Source: an optimization exercise on an open RTL-to-GDS flow (aim: small area, a short achievable clock period and few clock cycles). Production flows keep margins and buffers that such runs may drop.
No functional check of the RTL was part of any run shown here.
Power is estimated from default activity; no workload was simulated.

==> flow/design.v <==
module alu16(CK, reset, start, instruction, inputR1, inputR2, outputR, busy, done);
	input [15:0] inputR1, inputR2;
	input [2:0] instruction;
	input CK, reset, start;
	output [15:0] outputR;
	output reg busy;
	output reg done;
	reg [15:0] ra, rb, rc;
	reg        st_alu, st_mul, st_pre, st_div;
	reg        sub, osel;
	reg [3:0]  cnt;
	reg        triv;
	wire go = start & ~busy;
	function [3:0] msb;
		input [15:0] v;
		integer i;
		begin
			msb = 4'd0;
			for (i = 0; i < 16; i = i + 1)
				if (v[i]) msb = i;
		end
	endfunction
	function [3:0] nib;
		input [15:0] v;
		begin
			nib[3] = |v[15:12];
			nib[2] = |v[15:8];
			nib[1] = |v[15:4];
			nib[0] = |v;
		end
	endfunction
	wire [15:0] mq  = (~st_mul | rb[0]) ? ra : (rb[1] ? {ra[14:0], 1'b0} : 16'd0);
	wire [15:0] Q   = sub ? ~rb : mq;
	wire        m1  = (rb[1:0] == 2'b11);     
	wire        cin = sub | st_pre;
	wire [17:0] S2  = {1'b0, rc, 1'b1} + {1'b0, Q, cin};
	wire [15:0] S   = S2[16:1];
	wire        ge  = S2[17];
	wire [3:0]  pa = msb(inputR1);
	wire [3:0]  pb = msb(inputR2);
	wire        zb = (rb == 16'd0);
	wire [3:0]  na = nib(inputR1);
	wire [3:0]  nb = nib(inputR2);
	wire        t1   = (inputR2[1:0] == 2'b11);   
	wire        mul1 = t1 ? (inputR2[15:1] == 15'd0) : (inputR2[15:2] == 14'd0);  
	wire        dv0  = ((nb & ~na) != 4'd0);  
	wire        fast = ((instruction == 3'b010) & mul1) | (((instruction == 3'b011) | (instruction == 3'b100)) & dv0);
	reg [15:0] negA;
	integer j;
	always @(*) begin
		negA[0] = inputR1[0];
		for (j = 1; j < 16; j = j + 1)
			negA[j] = inputR1[j] ^ (|(inputR1 & ((16'd1 << j) - 16'd1)));
	end
	assign outputR = osel ? ra : rc;
	always @(posedge CK) begin
		if (reset) begin
			busy   <= 1'b0;
			done   <= 1'b0;
			st_alu <= 1'b0;
			st_mul <= 1'b0;
			st_pre <= 1'b0;
			st_div <= 1'b0;
		end
		else begin
			done <= 1'b0;
			if (go) begin
				sub  <= 1'b0;
				osel <= (instruction == 3'b100);
				case (instruction)
					3'b000: begin ra <= inputR1; rc <= inputR2; end
					3'b001: rc <= negA;
					3'b010: begin
						ra <= t1 ? {inputR1[14:0], 1'b0} : {inputR1[13:0], 2'b00};
						rb <= t1 ? {1'b0, inputR2[15:1]} : {2'b00, inputR2[15:2]};
						rc <= inputR2[0] ? inputR1 : (inputR2[1] ? {inputR1[14:0], 1'b0} : 16'd0);
					end
					3'b011, 3'b100: begin
						ra   <= 16'd0;
						rb   <= inputR2;
						rc   <= inputR1;
						cnt  <= pa - pb;
						triv <= (pa < pb);
					end
					3'b101: rc <= inputR1 & inputR2;
					3'b110: rc <= inputR1 | inputR2;
					default: rc <= 16'd0;
				endcase
				st_alu <= (instruction == 3'b000);
				st_mul <= (instruction == 3'b010) & ~mul1;
				st_pre <= ((instruction == 3'b011) | (instruction == 3'b100)) & ~dv0;
				busy   <= ((instruction[2:1] == 2'b01) | (instruction == 3'b000) | (instruction == 3'b100)) & ~fast;
				done   <= ((instruction[2] == 1'b1) & (instruction != 3'b100)) | (instruction == 3'b001) | fast;
			end
			else if (st_alu) begin
				rc     <= S;
				st_alu <= 1'b0;
				busy   <= 1'b0;
				done   <= 1'b1;
			end
			else if (st_mul) begin
				rc <= S;
				ra <= m1 ? {ra[14:0], 1'b0} : {ra[13:0], 2'b00};
				rb <= m1 ? {1'b0, rb[15:1]} : {2'b00, rb[15:2]};
				if (m1 ? (rb[15:1] == 15'd0) : (rb[15:2] == 14'd0)) begin
					st_mul <= 1'b0;
					busy   <= 1'b0;
					done   <= 1'b1;
				end
			end
			else if (st_pre) begin
				st_pre <= 1'b0;
				if (zb) begin
					rc   <= S;
					ra   <= 16'hffff;
					busy <= 1'b0;
					done <= 1'b1;
				end
				else if (triv) begin
					busy <= 1'b0;
					done <= 1'b1;
				end
				else begin
					rb     <= rb << cnt;
					sub    <= 1'b1;
					st_div <= 1'b1;
				end
			end
			else if (st_div) begin
				if (ge) rc <= S;
				ra  <= {ra[14:0], ge};
				rb  <= rb >> 1;
				cnt <= cnt - 4'd1;
				if (cnt == 4'd0) begin
					st_div <= 1'b0;
					busy   <= 1'b0;
					done   <= 1'b1;
				end
			end
		end
	end
endmodule
==> flow/flow/run.sh <==
#!/bin/bash
# Standard layout, with the port buffers built from a regular buffer cell
# instead of the delay cell the resizer picks by default.
export BUFFER_PORTS_ARGS="-buffer_cell sky130_fd_sc_hd__buf_4"
bash standard.sh > standard.log 2>&1
==> flow/standard.sh <==
#!/bin/bash
# synth_recipe.tcl (not shown) runs the flow's synth.tcl, then flattens the netlist and writes it again
# the make line also repeats each setting of config.mk as NAME=value (left out here)
make -C /OpenROAD-flow-scripts/flow DESIGN_CONFIG=/design/flow/config.mk WORK_HOME=/design/flow/orfs CLKGATE_MAP_FILE= SYNTH_SCRIPT=/design/flow/synth_recipe.tcl "${@:-finish}"
==> flow/config.mk <==
export PLATFORM = sky130hd
export DESIGN_NAME = alu16
export DESIGN_NICKNAME = alu16
export VERILOG_FILES = /design/flow/design.v
export SDC_FILE = /design/flow/constraint.sdc
export NUM_CORES = 4
export LEC_CHECK = 0
export CAP_MARGIN = 20
export CORE_MARGIN = 2
export CORE_UTILIZATION = 40
export SETUP_SLACK_MARGIN = 4.1
export SLEW_MARGIN = 20
==> flow/constraint.sdc <==
create_clock -name core_clock -period 7.5 [get_ports {CK}]
set_input_delay 1.5000 -clock core_clock [delete_from_list [all_inputs] [get_ports {CK}]]
set_output_delay 1.5000 -clock core_clock [all_outputs]
set_load 0.01 [all_outputs]
==> impl_metrics.json, run 1 <==
{
  "io_buffers": 55,
  "post_drt_wl_per_cell_um": 20.9,
  "multi_input_area_mm2": 0.00481,
  "cts_tree": "built",
  "drive_gt1_frac": 0.178,
  "cp.required_ns": 7.57,
  "wl_met3_um": 1850,
  "ir_drop_v": 0.000115,
  "grtUsageTotal": 0.257,
  "vias_per_cell": 6.31,
  "finalHoldViolations": 0,
  "routed_wl_um": 23500,
  "cts.sinks": 61,
  "final_cell_area_mm2": 0.00799,
  "die_w_um": 135,
  "avgSynthCellArea_um2": 7.69,
  "drv_slew": 0,
  "synth.top_cell.area_share": 0.241,
  "drt-initial-drc-count": 818,
  "whs_ns": 0.557,
  "synth_edf_count": 55,
  "crit_arrival_ns": 3.59,
  "area_delta_synth_final_pct": 16.9,
  "rows": 47,
  "maxUsedRoutingLayer": "met4",
  "worstMarginPinSlew_ns": 0.933,
  "syn-num-nets": 956,
  "drc": 0,
  "synthArstFlopShare": 0,
  "finalSetupTns_ns": 0,
  "dp_hpwl_um": 17200,
  "syn-instance-count": 890,
  "fp.dieH_um": 135,
  "path_cells": "buf_4 -> nor4_4 -> nand3_2 -> or3_4 -> nor2_4 -> nand3b_1 -> a21oi_1 -> or4_1",
  "finalPower_w": 0.00147,
  "ctsHoldBuffers": 0,
  "synthFlopType": "edfxtp_1",
  "start_util": 0.411,
  "yosys-top-cells-count": "nand2_1 (116), a21oi_1 (96), clkbuf_1 (67)",
  "p_leak_nw": 2.99,
  "setup_viol": 0,
  "grt_max_degree": 48,
  "netlist_top_cells_area": "edfxtp_1 (24%), a21oi_1 (7.0%), nand2_1 (6.4%)",
  "fmax_mhz": 284,
  "synth_seq_cells": 61,
  "status": "finished clean",
  "clockBufferDepth": 2,
  "wl_met2_um": 10400,
  "cp_num_buf_inv": 1,
  "period_share": 0.469,
  "grt_pass1_vias": 6224,
  "synth_area_mm2": 0.00684,
  "min_period_ns": 3.52,
  "cts-buffers-inserted": 9,
  "crit_type": "input port to register",
  "placed_cell_area_mm2": 0.00734,
  "coreArea_mm2": 0.0166,
  "grt-ovfl-total": 0,
  "fillers": 1625,
  "clkTransAtPathRegs_ns": 0.05,
  "path_max_fanout": 11,
  "yosysTopAreaCell": "edfxtp_1",
  "hp-class": "register to register",
  "vias": 7088,
  "yosysWarnings": 1,
  "yosysMostFrequentCell": "nand2_1",
  "power_density_mw_per_mm2": 183,
  "nets": 964,
  "dieArea_mm2": 0.0182,
  "antenna_found_initial": 0,
  "cpPeakStageDelay_ns": 0.52,
  "drtAntennaViolNets": 0,
  "startpoint_type": "input port",
  "ff_latch_area_mm2": 0.00178,
  "first_pass_iters": 6,
  "clk_latency_ns": 0.34,
  "critPathSlowestCell": "or4_1",
  "rsz0062_at_grt": "yes",
  "cts-root-buf": "clkbuf_16",
  "wl_met1_um": 10600,
  "crit_family": "simple AND/OR/NAND/NOR gates",
  "grt_pass1_wl_um": 36300,
  "routabilityCongestion": 0.962,
  "relSlewSlack": 0.373,
  "worst_setup_path_end_kind": "register",
  "antenna-diode-count": 0,
  "synth.distinct_cells": 77,
  "clock-skew-final_ns": 0.00756,
  "h-tree-depth": 3,
  "max-cap-violations": 0,
  "ios": 56,
  "ys_seq_area_frac": 0.259
}
## stage by stage
step                      cells  worst slack (ns)   util
after floorplan             890              4.06      -
after detailed placement   1090              3.08  0.441
after CTS                  1117              3.95  0.474
after global routing       1123              3.94  0.480
final                      1123              3.98  0.480
after global placement     1090              3.07  0.441
## layout make-up
| cell class | count | area share |
|---|---|---|
| timing repair buffer | 78 | 0.0794 |
| clock inverter | 7 | 0.0172 |
| sequential | 61 | 0.222 |
| tap | 220 | 0.0344 |
| inverter | 28 | 0.0163 |
| clock buffer | 9 | 0.0282 |
| multi-input combinational | 719 | 0.602 |
| timing repair inverter | 1 | 0.000626 |
## cell families after synthesis
group | Yosys count | share of synthesized area
XOR/XNOR | 21 | 0.0269
adder cells (fa/ha/maj) | 28 | 0.0534
AO/OA/AOI/OAI | 331 | 0.312
AND/OR/NAND/NOR | 289 | 0.202
flip-flops | 61 | 0.259
multiplexers | 49 | 0.0814
buffers and inverters | 111 | 0.0651
## cells in the final DEF, fill, tap and decap left out, drive strengths merged, types with 13 or more instances in the layout
cell type | Yosys | layout
nand2 | 116 | 116
a21oi | 96 | 96
buf | 14 | 78
o21ai | 68 | 68
nor2 | 65 | 65
edfxtp | 55 | 55
a211oi | 36 | 36
nor3 | 31 | 31
inv | 28 | 27
ha | 26 | 26
mux2i | 23 | 23
mux2 | 23 | 23
o22ai | 18 | 18
a221oi | 15 | 15
a31oi | 15 | 15
and3 | 13 | 13
or3 | 13 | 13
## final timing paths
kind | startpoint | to | slack [ns] | depth (start not counted)
worst max-delay path | inputR1[6] | rc[14] | 3.98 | 8
worst min-delay path | st_div | st_div | 0.56 | 2
worst max register to register | sub | rc[14] | 4.19 | 10
worst min register to register | st_div | st_div | 0.56 | 2
## power by group
part / switching, W / internal, W / total, W
combinational: 0.000290 / 0.000210 / 0.000500
sequential: 0.0000426 / 0.000417 / 0.000459
clock: 0.000150 / 0.000357 / 0.000506
total: 0.000482 / 0.000983 / 0.00147
## per-layer routing
metal,track usage,vias up
li1,-,3387
met1,0.383,3313
met2,0.391,354
met3,0.0248,34
met4,0.0784,0
met5,0,-
## sequential cells by signal, summed over array words and instances, names as in the netlist
signal and cells:
ra 16, osel 1, st_mul 1, done 1, st_alu 1, busy 1
st_div 1, rc 16, st_pre 1, rb 16, sub 1, triv 1
cnt 4
## worst min-delay path: stages (launching register included)
cell	delay (ns)
dfxtp_1	0.36
o41ai_1	0.08
a21oi_1	0.06
## what timing repair did
| action | CTS | global route |
|---|---|---|
| gates resized for setup | 16 | 17 |
| pin swaps | 6 | 8 |
| cloned | 2 | 0 |
| buffers inserted | 9 | 6 |
| setup endpoints to repair | 98 | 48 |
==> run 2, diff against run 1 <==
==> flow/design.v (replaced) <==
module alu16(CK, reset, start, instruction, inputR1, inputR2, outputR, busy, done);
	input [15:0] inputR1, inputR2;
	input [2:0] instruction;
	input CK, reset, start;
	output [15:0] outputR;
	output reg busy;
	output reg done;
	reg [15:0] ra;		 
	reg [15:0] rb;		 
	reg [15:0] rc;		 
	reg        rs;		 
	reg        st_alu, st_mul, st_pre, st_div, st_fix;
	reg        sub, osel;
	reg [3:0]  cnt;
	reg        triv;
	wire go = start & ~busy;
	function [3:0] msb;
		input [15:0] v;
		integer i;
		begin
			msb = 4'd0;
			for (i = 0; i < 16; i = i + 1)
				if (v[i]) msb = i;
		end
	endfunction
	function [3:0] nib;
		input [15:0] v;
		begin
			nib[3] = |v[15:12];
			nib[2] = |v[15:8];
			nib[1] = |v[15:4];
			nib[0] = |v;
		end
	endfunction
	wire        m   = ~st_mul | rb[0];
	wire        inv = sub & ~rs;
	wire [16:0] Q   = sub ? ({1'b0, rb} ^ {17{inv}}) : {1'b0, ra & {16{m}}};
	wire        cin = inv | st_pre;
	wire [17:0] S2  = {rs, rc, 1'b1} + {Q, cin};
	wire [16:0] S   = S2[17:1];
	wire [3:0]  pa = msb(inputR1);
	wire [3:0]  pb = msb(inputR2);
	wire        zb = (rb == 16'd0);
	wire [3:0]  na = nib(inputR1);
	wire [3:0]  nb = nib(inputR2);
	wire        sw = ~na[2] | nb[2];          
	wire [15:0] mc = sw ? inputR2 : inputR1;  
	wire [15:0] mp = sw ? inputR1 : inputR2;  
	wire        mul1 = (mp[15:1] == 15'd0);   
	wire        dv0  = ((nb & ~na) != 4'd0);  
	wire        fast = ((instruction == 3'b010) & mul1) | (((instruction == 3'b011) | (instruction == 3'b100)) & dv0);
	assign outputR = osel ? ra : rc;
	always @(posedge CK) begin
		if (reset) begin
			busy   <= 1'b0;
			done   <= 1'b0;
			st_alu <= 1'b0;
			st_mul <= 1'b0;
			st_pre <= 1'b0;
			st_div <= 1'b0;
			st_fix <= 1'b0;
		end
		else begin
			done <= 1'b0;
			if (go) begin
				sub  <= (instruction == 3'b001);
				osel <= (instruction == 3'b100);
				rs   <= 1'b0;
				case (instruction)
					3'b000: begin ra <= inputR1; rc <= inputR2; end
					3'b001: begin rb <= inputR1; rc <= 16'd0; end
					3'b010: begin
						ra <= {mc[14:0], 1'b0};
						rb <= {1'b0, mp[15:1]};
						rc <= mc & {16{mp[0]}};
					end
					3'b011, 3'b100: begin
						ra   <= 16'd0;
						rb   <= inputR2;
						rc   <= inputR1;
						cnt  <= pa - pb;
						triv <= (pa < pb);
					end
					3'b101: rc <= inputR1 & inputR2;
					3'b110: rc <= inputR1 | inputR2;
					default: rc <= 16'd0;
				endcase
				st_alu <= (instruction == 3'b000) | (instruction == 3'b001);
				st_mul <= (instruction == 3'b010) & ~mul1;
				st_pre <= ((instruction == 3'b011) | (instruction == 3'b100)) & ~dv0;
				busy   <= ((instruction[2] == 1'b0) | (instruction == 3'b100)) & ~fast;
				done   <= ((instruction[2] == 1'b1) & (instruction != 3'b100)) | fast;
			end
			else if (st_alu) begin
				rc     <= S[15:0];
				st_alu <= 1'b0;
				busy   <= 1'b0;
				done   <= 1'b1;
			end
			else if (st_mul) begin
				rc <= S[15:0];
				ra <= ra << 1;
				rb <= rb >> 1;
				if (rb[15:1] == 15'd0) begin
					st_mul <= 1'b0;
					busy   <= 1'b0;
					done   <= 1'b1;
				end
			end
			else if (st_pre) begin
				st_pre <= 1'b0;
				if (zb) begin
					rc   <= S[15:0];
					ra   <= 16'hffff;
					busy <= 1'b0;
					done <= 1'b1;
				end
				else if (triv) begin
					busy <= 1'b0;
					done <= 1'b1;
				end
				else begin
					rb     <= rb << cnt;
					sub    <= 1'b1;
					st_div <= 1'b1;
				end
			end
			else if (st_div) begin
				{rs, rc} <= S;
				ra  <= {ra[14:0], ~S[16]};
				cnt <= cnt - 4'd1;
				if (cnt == 4'd0) begin
					st_div <= 1'b0;
					if (~osel & S[16])
						st_fix <= 1'b1;
					else begin
						busy <= 1'b0;
						done <= 1'b1;
					end
				end
				else
					rb <= rb >> 1;
			end
			else if (st_fix) begin
				rc     <= S[15:0];
				st_fix <= 1'b0;
				busy   <= 1'b0;
				done   <= 1'b1;
			end
		end
	end
endmodule
==> run 2 against run 1 <==
Effect of this change: final cell count decreased by 6.3%; combinational power grew 17%; die area down 3.6%; critical path depth increased by 5; fmax up 5.1%; synthesized cell count is 7.9% lower; cell area decreased by 4.1%; sequential cell count up 2; via count decreased by 4.0%; power grew 4.2%; clock skew up 0.0032 ns; wire length is 0.74% lower; largest power group is now combinational cells; highest routed layer unchanged.
==> impl_metrics.json, run 2 <==
{
  "status": "finished clean",
  "syn-instance-count": 820,
  "area_delta_synth_final_pct": 16.4,
  "worstHoldStart": "busy",
  "vias": 6807,
  "routed_wl_um": 23300,
  "finalPower_w": 0.00153,
  "io_buffers": 55,
  "ys_seq_area_frac": 0.277,
  "ir_drop_v": 0.000105,
  "antenna-diode-count": 0,
  "synth_area_mm2": 0.00658,
  "netlist_top_cells_area": "edfxtp_1 (26%), a21oi_1 (7.4%), a221oi_1 (7.2%)",
  "drv_slew": 0,
  "max-cap-violations": 0,
  "path_max_fanout": 9,
  "min_period_ns": 3.35,
  "yosys.area_share.simple": 0.171,
  "drtAntennaViolNets": 0,
  "clock-skew-final_ns": 0.0108,
  "relSlewSlack": 0.283,
  "period_share": 0.446,
  "synth_edf_count": 56,
  "ios": 56,
  "power_frac_seq": 0.312,
  "cts_tree": "built",
  "cts-buffers-inserted": 9,
  "grt_pass1_vias": 6339,
  "synth.top_cell.area_share": 0.255,
  "coreArea_mm2": 0.0160,
  "clk_latency_ns": 0.34,
  "yosysWarnings": 1,
  "fp.dieH_um": 132,
  "finalSetupTns_ns": 0,
  "path_cells": "buf_4 -> o21bai_1 -> a21oi_1 -> nor2_1 -> nor2_1 -> o21bai_2 -> a221oi_2 -> ha_2 -> inv_2 -> fa_2 -> xor2_1 -> nand2_1 -> o21ai_1",
  "power_density_mw_per_mm2": 199,
  "yosysTopAreaCell": "edfxtp_1",
  "synthAdderAreaFrac": 0.0498,
  "start_util": 0.411,
  "cts-root-buf": "clkbuf_16",
  "fillers": 1610,
  "fin_util": 0.479,
  "worstMarginPinSlew_ns": 1.07,
  "syn-num-nets": 883,
  "drt-initial-drc-count": 907,
  "synth.distinct_cells": 77,
  "h-tree-depth": 3,
  "critPathSlowestCell": "fa_2",
  "first_pass_iters": 7,
  "layout_common_cells": "a21oi_1 (91), nand2_1 (77), buf_4 (73), nor2_1 (63), edfxtp_1 (56)",
  "nets": 894,
  "combPwrFrac": 0.382,
  "drc": 0,
  "synth_top_family_by_area": "compound AO/OA/AOI/OAI gates",
  "reg_top3": "ra (16), rb (16), rc (16)",
  "synthMuxAreaShare": 0.0692,
  "drive_gt1_frac": 0.194,
  "routabilityCongestion": 0.950,
  "cpPeakStageDelay_ns": 0.37,
  "synthFlopType": "edfxtp_1",
  "startpoint_type": "input port",
  "rsz0062_at_grt": "yes",
  "dp_cells": 1015,
  "p_sw_w": 0.000549,
  "clock_power_share": 0.306,
  "dp_hpwl_um": 17000,
  "clkTransAtPathRegs_ns": 0.06,
  "synth_seq_cells": 63,
  "layout_commonest_cell": "a21oi_1",
  "grtUsageTotal": 0.261,
  "synth_compound_gate_area_share": 0.313,
  "yosys-top-cells-count": "a21oi_1 (98), nand2_1 (77), nor2_1 (65)",
  "p_leak_nw": 2.86,
  "clockBufferDepth": 2,
  "post_drt_wl_per_cell_um": 22.1,
  "die_w_um": 132,
  "ctsHoldBuffers": 0,
  "synthArstFlopShare": 0,
  "cts.sinks": 63,
  "r2r-end": "ra[0]",
  "r2r_slack_ns": 4.28,
  "setup_viol": 0,
  "grt_max_degree": 58,
  "crit_path_frequent_cell": "nor2_1",
  "finalWorstSetupSlack_ns": 4.15,
  "grt_pass1_wl_um": 36200,
  "finalHoldViolations": 0,
  "p_int_w": 0.000978,
  "cp.required_ns": 7.57,
  "dp_slack_ns": 3.18,
  "fmax_mhz": 299,
  "grt-ovfl-total": 0,
  "avgSynthCellArea_um2": 8.03,
  "vias_per_cell": 6.47,
  "r2r-start": "sub",
  "antenna_found_initial": 0,
  "sw_frac_of_total": 0.360,
  "rows": 46,
  "reg2reg_depth": 11,
  "worst_setup_path_end_kind": "register",
  "min_to": "busy",
  "synth-xor-area-share": 0.0426,
  "min_delay_path_depth": 2,
  "yosysMostFrequentCell": "a21oi_1",
  "final_cell_count_no_fill": 1052,
  "crit_type": "input port to register",
  "crit_arrival_ns": 3.42,
  "hp-class": "register to register",
  "dieArea_mm2": 0.0175
}
## run 2: cell count changes after synthesis, sizes merged, moves of 14 or more
cell / before / now
a211oi: 36 / 6
a221oi: 15 / 55
clkbuf: 69 / 55
nand2: 116 / 78
o21ai: 68 / 51
xnor2: 9 / 23
## run 2: logic make-up (layout without fill, tap and decap cells)
logic type | after synthesis | in the layout
buffers and inverters | 123 | 137
AOI/OAI and AO/OA | 308 | 308
adders and majority gates | 25 | 25
muxes | 39 | 40
and+or+nand+nor | 230 | 231
DFF | 63 | 63
xor gates and xnor gates | 32 | 32
## run 2: what timing repair did
| item | 4_1_cts | 5_1_grt |
|---|---|---|
| resized for setup | 10 | 18 |
| buffers inserted | 9 | 10 |
| setup endpoints to repair | 52 | 53 |
| pin swaps | 5 | 14 |
| gates cloned | 0 | 2 |
## run 2: routing by layer
| metal | vias up | global-route usage | wire [um] | part of all wire |
|---|---|---|---|---|
| li1 | 3106 | - | - | - |
| met1 | 3258 | 0.367 | 9600 | 0.41 |
| met2 | 389 | 0.418 | 11000 | 0.47 |
| met3 | 54 | 0.0323 | 2030 | 0.087 |
| met4 | 0 | 0.0860 | 693 | 0.030 |
| met5 | - | 0 | 0 | 0 |
## run 2: final cells by class
type | instances | area, um^2 | share of cell area
clock buffer | 13 | 314 | 0.0410
clock inverter | 3 | 26.3 | 0.00343
inverter | 41 | 156 | 0.0204
multi-input combinational | 636 | 4420 | 0.576
sequential | 63 | 1820 | 0.238
tap | 216 | 270 | 0.0353
timing repair buffer | 80 | 659 | 0.0860
## run 2: worst max-delay path by stage
stage	start	endpoint
after detailed placement	instruction[1]	ra[5]
after global routing	inputR1[2]	cnt[2]
after global placement	instruction[1]	ra[5]
final	inputR1[5]	cnt[2]
after floorplan	inputR1[1]	cnt[2]
after CTS	inputR2[9]	rc[14]
## run 2: power by group through the flow
stage / Sequential, W / Combinational (W) / Clock [W]
4_1_cts: 0.000478 / 0.000558 / 0.000468
3_5_place_dp: 0.000489 / 0.000539 / 0
5_1_grt: 0.000480 / 0.000637 / 0.000483
3_3_place_gp: 0.000488 / 0.000527 / 0
6_report: 0.000477 / 0.000584 / 0.000467
2_1_floorplan: 0.000460 / 0.000411 / 0
## run 2: metrics by stage
stage          instance area, um^2  hold WS [ns]
2_1_floorplan                 6690         0.507
3_3_place_gp                  7020         0.536
3_5_place_dp                  7020         0.567
4_1_cts                       7480         0.575
5_1_grt                       7660         0.598
6_report                      7660         0.568
## run 2: worst max-delay path, delay by kind of cell
kind | cells | cell delay, ns
compound gates | 5 | 0.74
buf+inv | 2 | 0.19
xor+xnor | 1 | 0.15
fa+ha+maj | 2 | 0.57
simple gates | 3 | 0.25
==> run 3, diff against run 2 <==
==> flow/design.v (replaced) <==
module alu16(CK, reset, start, instruction, inputR1, inputR2, outputR, busy, done);
	input [15:0] inputR1, inputR2;
	input [2:0] instruction;
	input CK, reset, start;
	output [15:0] outputR;
	output reg busy;
	output reg done;
	reg [15:0] ra, rb, rc;
	reg        st_alu, st_mul, st_pre, st_div;
	reg        sub, osel;
	reg [3:0]  cnt;
	reg        triv;
	wire go = start & ~busy;
	function [3:0] msb;
		input [15:0] v;
		integer i;
		begin
			msb = 4'd0;
			for (i = 0; i < 16; i = i + 1)
				if (v[i]) msb = i;
		end
	endfunction
	function [3:0] nib;
		input [15:0] v;
		begin
			nib[3] = |v[15:12];
			nib[2] = |v[15:8];
			nib[1] = |v[15:4];
			nib[0] = |v;
		end
	endfunction
	wire        m   = ~st_mul | rb[0];
	wire [15:0] Q   = sub ? ~rb : (ra & {16{m}});
	wire        cin = sub | st_pre;
	wire [17:0] S2  = {1'b0, rc, 1'b1} + {1'b0, Q, cin};
	wire [15:0] S   = S2[16:1];
	wire        ge  = S2[17];
	wire [3:0]  pa = msb(inputR1);
	wire [3:0]  pb = msb(inputR2);
	wire        zb = (rb == 16'd0);
	wire [3:0]  na = nib(inputR1);
	wire [3:0]  nb = nib(inputR2);
	wire        sw = ~na[2] | nb[2];          
	wire [15:0] mc = sw ? inputR2 : inputR1;  
	wire [15:0] mp = sw ? inputR1 : inputR2;  
	wire        mul1 = (mp[15:1] == 15'd0);   
	wire        dv0  = ((nb & ~na) != 4'd0);  
	wire        fast = ((instruction == 3'b010) & mul1) | (((instruction == 3'b011) | (instruction == 3'b100)) & dv0);
	assign outputR = osel ? ra : rc;
	always @(posedge CK) begin
		if (reset) begin
			busy   <= 1'b0;
			done   <= 1'b0;
			st_alu <= 1'b0;
			st_mul <= 1'b0;
			st_pre <= 1'b0;
			st_div <= 1'b0;
		end
		else begin
			done <= 1'b0;
			if (go) begin
				st_alu <= (instruction == 3'b000) | (instruction == 3'b001);
				st_mul <= (instruction == 3'b010) & ~mul1;
				st_pre <= ((instruction == 3'b011) | (instruction == 3'b100)) & ~dv0;
				busy   <= ((instruction[2] == 1'b0) | (instruction == 3'b100)) & ~fast;
				done   <= ((instruction[2] == 1'b1) & (instruction != 3'b100)) | fast;
			end
			else if (st_alu) begin
				st_alu <= 1'b0;
				busy   <= 1'b0;
				done   <= 1'b1;
			end
			else if (st_mul) begin
				if (rb[15:1] == 15'd0) begin
					st_mul <= 1'b0;
					busy   <= 1'b0;
					done   <= 1'b1;
				end
			end
			else if (st_pre) begin
				st_pre <= 1'b0;
				if (zb | triv) begin
					busy <= 1'b0;
					done <= 1'b1;
				end
				else
					st_div <= 1'b1;
			end
			else if (st_div) begin
				if (cnt == 4'd0) begin
					st_div <= 1'b0;
					busy   <= 1'b0;
					done   <= 1'b1;
				end
			end
		end
	end
	always @(posedge CK) begin
		triv <= (pa < pb);	 
		if (!busy) begin
			sub  <= (instruction == 3'b001);
			osel <= (instruction == 3'b100);
			cnt  <= pa - pb;
			ra   <= inputR1;
			rb   <= inputR2;
			case (instruction)
				3'b001: begin rb <= inputR1; rc <= 16'd0; end
				3'b010: begin
					ra <= {mc[14:0], 1'b0};
					rb <= {1'b0, mp[15:1]};
					rc <= mc & {16{mp[0]}};
				end
				3'b011, 3'b100: begin
					ra <= 16'd0;
					rb <= inputR2;
					rc <= inputR1;
				end
				3'b101: rc <= inputR1 & inputR2;
				3'b110: rc <= inputR1 | inputR2;
				3'b111: rc <= 16'd0;
				default: begin ra <= inputR1; rc <= inputR2; end
			endcase
		end
		else if (st_pre) begin
			if (zb) rc <= S;
			ra  <= {16{zb}};
			rb  <= rb << cnt;
			sub <= 1'b1;
		end
		else if (st_alu | st_mul) begin
			rc <= S;
			ra <= ra << 1;
			rb <= rb >> 1;
		end
		else begin
			if (ge) rc <= S;
			ra  <= {ra[14:0], ge};
			rb  <= rb >> 1;
			cnt <= cnt - 4'd1;
		end
	end
endmodule
==> run 3 against run 2 <==
Effect of this change: wire length fell by 1.5%; sequential cell count down 2; hold slack worse by 0.062 ns; critical path depth is 5 lower; sequential power rose by 9.2%; largest cell class unchanged.
==> impl_metrics.json, run 3 <==
{
  "worst_setup_path_end_kind": "register",
  "first_pass_iters": 8,
  "cts_tree": "built",
  "cp.required_ns": 7.69,
  "max-cap-violations": 0,
  "netlist_top_cells_area": "dfxtp_1 (11%), edfxtp_1 (11%), mux2i_1 (6.5%)",
  "syn-num-nets": 897,
  "grt_pass1_vias": 6285,
  "finalHoldViolations": 0,
  "min_to": "st_div",
  "crit_arrival_ns": 3.58,
  "yosysMostFrequentCell": "nand2_1",
  "ir_drop_v": 0.000107,
  "nets": 906,
  "period_share": 0.452,
  "power_density_mw_per_mm2": 245,
  "grt_busiest_layer": "met2",
  "drc": 0,
  "routed_wl_um": 22900,
  "drive_gt1_frac": 0.212,
  "grt_pass1_wl_um": 35300,
  "finalWorstSetupSlack_ns": 4.11,
  "startpoint_type": "input port",
  "power_frac_seq": 0.280,
  "p_leak_nw": 2.98,
  "dieArea_mm2": 0.0172,
  "critPathSlowestCell": "or4_4",
  "clock-skew-final_ns": 0.00805,
  "antenna_found_initial": 1,
  "min_delay_path_depth": 2,
  "post_drt_wl_per_cell_um": 21.5,
  "fp.dieH_um": 131,
  "vias_per_cell": 6.38,
  "cts-root-buf": "clkbuf_16",
  "setup_viol": 0,
  "yosys-top-cells-count": "nand2_1 (93), o21ai_0 (65), a21oi_1 (62)",
  "drtAntennaViolNets": 0,
  "cts-buffers-inserted": 9,
  "io_buffers": 55,
  "vias": 6798,
  "grtUsageTotal": 0.259,
  "dp_slack_ns": 3.06,
  "clockBufferDepth": 2,
  "placed_cell_area_mm2": 0.00683,
  "synth_area_mm2": 0.00647,
  "start_util": 0.409,
  "fillers": 1593,
  "synthArstFlopShare": 0,
  "avgSynthCellArea_um2": 7.74,
  "layout_commonest_cell": "nand2_1",
  "h-tree-depth": 3,
  "synthFlopType": "dfxtp_1",
  "yosysTopAreaCell": "dfxtp_1",
  "drv_slew": 0,
  "min_period_ns": 3.39,
  "p_int_w": 0.00111,
  "clkTransAtPathRegs_ns": 0.05,
  "ys_seq_area_frac": 0.226,
  "antenna-diode-count": 0,
  "synth.top_cell.area_share": 0.115,
  "layout_common_cells": "nand2_1 (93), buf_4 (72), o21ai_0 (60), nor2_1 (58), a21oi_1 (55)",
  "synth.distinct_cells": 74,
  "status": "finished clean",
  "whs_ns": 0.507,
  "dp_hpwl_um": 16500,
  "cpPeakStageDelay_ns": 0.58,
  "worstHoldStart": "st_div",
  "relSlewSlack": 0.334,
  "reg2reg_depth": 10,
  "fmax_mhz": 295,
  "reg_top3": "ra (16), rb (16), rc (16)",
  "syn-instance-count": 835,
  "grt_max_degree": 54,
  "p_sw_w": 0.000750,
  "use_met1": 0.368,
  "yosysWarnings": 1,
  "worstMarginPinSlew_ns": 0.991,
  "r2r-start": "sub",
  "ios": 56,
  "combPwrFrac": 0.481,
  "path_max_fanout": 10,
  "synth_edf_count": 24,
  "routabilityCongestion": 0.935,
  "sw_frac_of_total": 0.403,
  "synth_seq_cells": 61,
  "r2r_slack_ns": 4.28,
  "die_w_um": 131,
  "area_delta_synth_final_pct": 17.5,
  "hp-class": "register to register",
  "finalSetupTns_ns": 0,
  "clk_latency_ns": 0.33,
  "grt-ovfl-total": 0,
  "path_cells": "buf_4 -> or4_4 -> a211oi_4 -> buf_12 -> mux2i_4 -> nor3b_2 -> o221ai_1 -> nand3b_1",
  "fin_util": 0.480,
  "rows": 46,
  "drt-initial-drc-count": 500,
  "r2r-end": "rc[6]",
  "rsz0062_at_grt": "yes",
  "final_cell_area_mm2": 0.00760,
  "met2_usage": 0.390,
  "coreArea_mm2": 0.0158,
  "cts.sinks": 61,
  "clock_power_share": 0.239,
  "grt_util_met3": 0.0494,
  "crit_type": "input port to register"
}
==> run 3: critical path, delay by kind of cell <==
kind,cells,cell delay (ns)
and+or+nand+nor,3,0.92
AOI/OAI and AO/OA,2,0.45
muxes,1,0.36
buffers and inverters,2,0.34
==> run 3: area by class of cell <==
class / instances / area (um^2) / share of cell area
multi-input cells: 666 / 4780 / 0.629
flip-flops and latches: 61 / 1460 / 0.193
repair buffers: 80 / 662 / 0.0871
well taps: 216 / 270 / 0.0356
clock buffers: 10 / 239 / 0.0315
inverters: 26 / 101 / 0.0133
clock inverters: 6 / 86.3 / 0.0114
==> run 3: cell families after synthesis <==
logic type | synth area share
multiplexers | 0.116
adder cells (fa/ha/maj) | 0.0550
flip-flops | 0.226
AND/OR/NAND/NOR | 0.185
XOR/XNOR | 0.0190
AO/OA/AOI/OAI | 0.319
buffers and inverters | 0.0801
==> run 3: how the worst max path moves through the flow <==
stage                            from     end  cells after the start
after global placement            sub   rc[6]                     10
after global routing       inputR2[2]  cnt[1]                     12
after detailed placement          sub   rc[6]                     10
final                     inputR2[14]   rc[7]                      8
after floorplan           inputR2[11]   rc[7]                      8
after CTS                  inputR1[2]  cnt[2]                     12
==> run 3: per-layer routing <==
layer,share of wire,wire length [um]
met1,0.44,10200
met2,0.44,10000
met3,0.094,2160
met4,0.026,588
met5,0.00057,13
==> run 3: stage by stage <==
stage | std cells | power [W]
CTS | 1057 | 0.00183
finish | 1065 | 0.00186
global route | 1065 | 0.00198
detailed placement | 1030 | 0.00135
floorplan | 835 | 0.00111
global placement | 1029 | 0.00135
==> run 3: repair_timing <==
| action | 4_1_cts | 5_1_grt |
|---|---|---|
| cloned | 0 | 1 |
| gates resized for setup | 22 | 38 |
| endpoints found under the setup margin | 44 | 40 |
| pin swaps | 5 | 28 |
| hold buffers | 0 | 0 |
| setup buffers | 11 | 7 |
==> run 3: power by group through the flow <==
stage	logic, W	clock network [W]	registers [W]
6_report	0.000896	0.000445	0.000521
3_5_place_dp	0.000830	0	0.000524
3_3_place_gp	0.000829	0	0.000525
4_1_cts	0.000859	0.000450	0.000518
2_1_floorplan	0.000643	0	0.000465
5_1_grt	0.000983	0.000466	0.000530

-- static timing again, ports no longer ideal --
The results above use ideal ports. As a check the final layouts listed here were re-extracted and re-timed, cells and wires unchanged.
Step 1 (the two cells are an assumption about what drives the block):
set clk [get_ports {CK}]
set_driving_cell -lib_cell sky130_fd_sc_hd__clkbuf_16 $clk
set_driving_cell -lib_cell sky130_fd_sc_hd__buf_2 [delete_from_list [all_inputs] $clk]
Step 2 adds t to the input delays and takes it off the output delays; t is the mean of the earliest and latest rising clock arrival at the registers after step 1. Input paths then give back, and output paths get back, about the clock's delay inside the block.
Slacks: no drivers / after step 1 / after step 2; pairs: no drivers / after step 1.
run | t, ns | setup WS [ns] | clock arrival spread, ns | slew at the worst register clock pin (ns) | pins driven straight from the clock port
run 1 | 0.370 | 3.983 / 3.997 / 3.627 | 0.007 / 0.007 | 0.06 / 0.06 | 1
run 2 | 0.372 | 4.153 / 4.136 / 3.764 | 0.011 / 0.011 | 0.06 / 0.06 | 1
run 3 | 0.367 | 4.112 / 4.130 / 3.763 | 0.008 / 0.008 | 0.05 / 0.05 | 1
After both steps setup and hold are still met in every run listed. The setup slack of run 2, which loses most, moves by -0.017 ns with the drivers and by -0.389 ns with both steps.
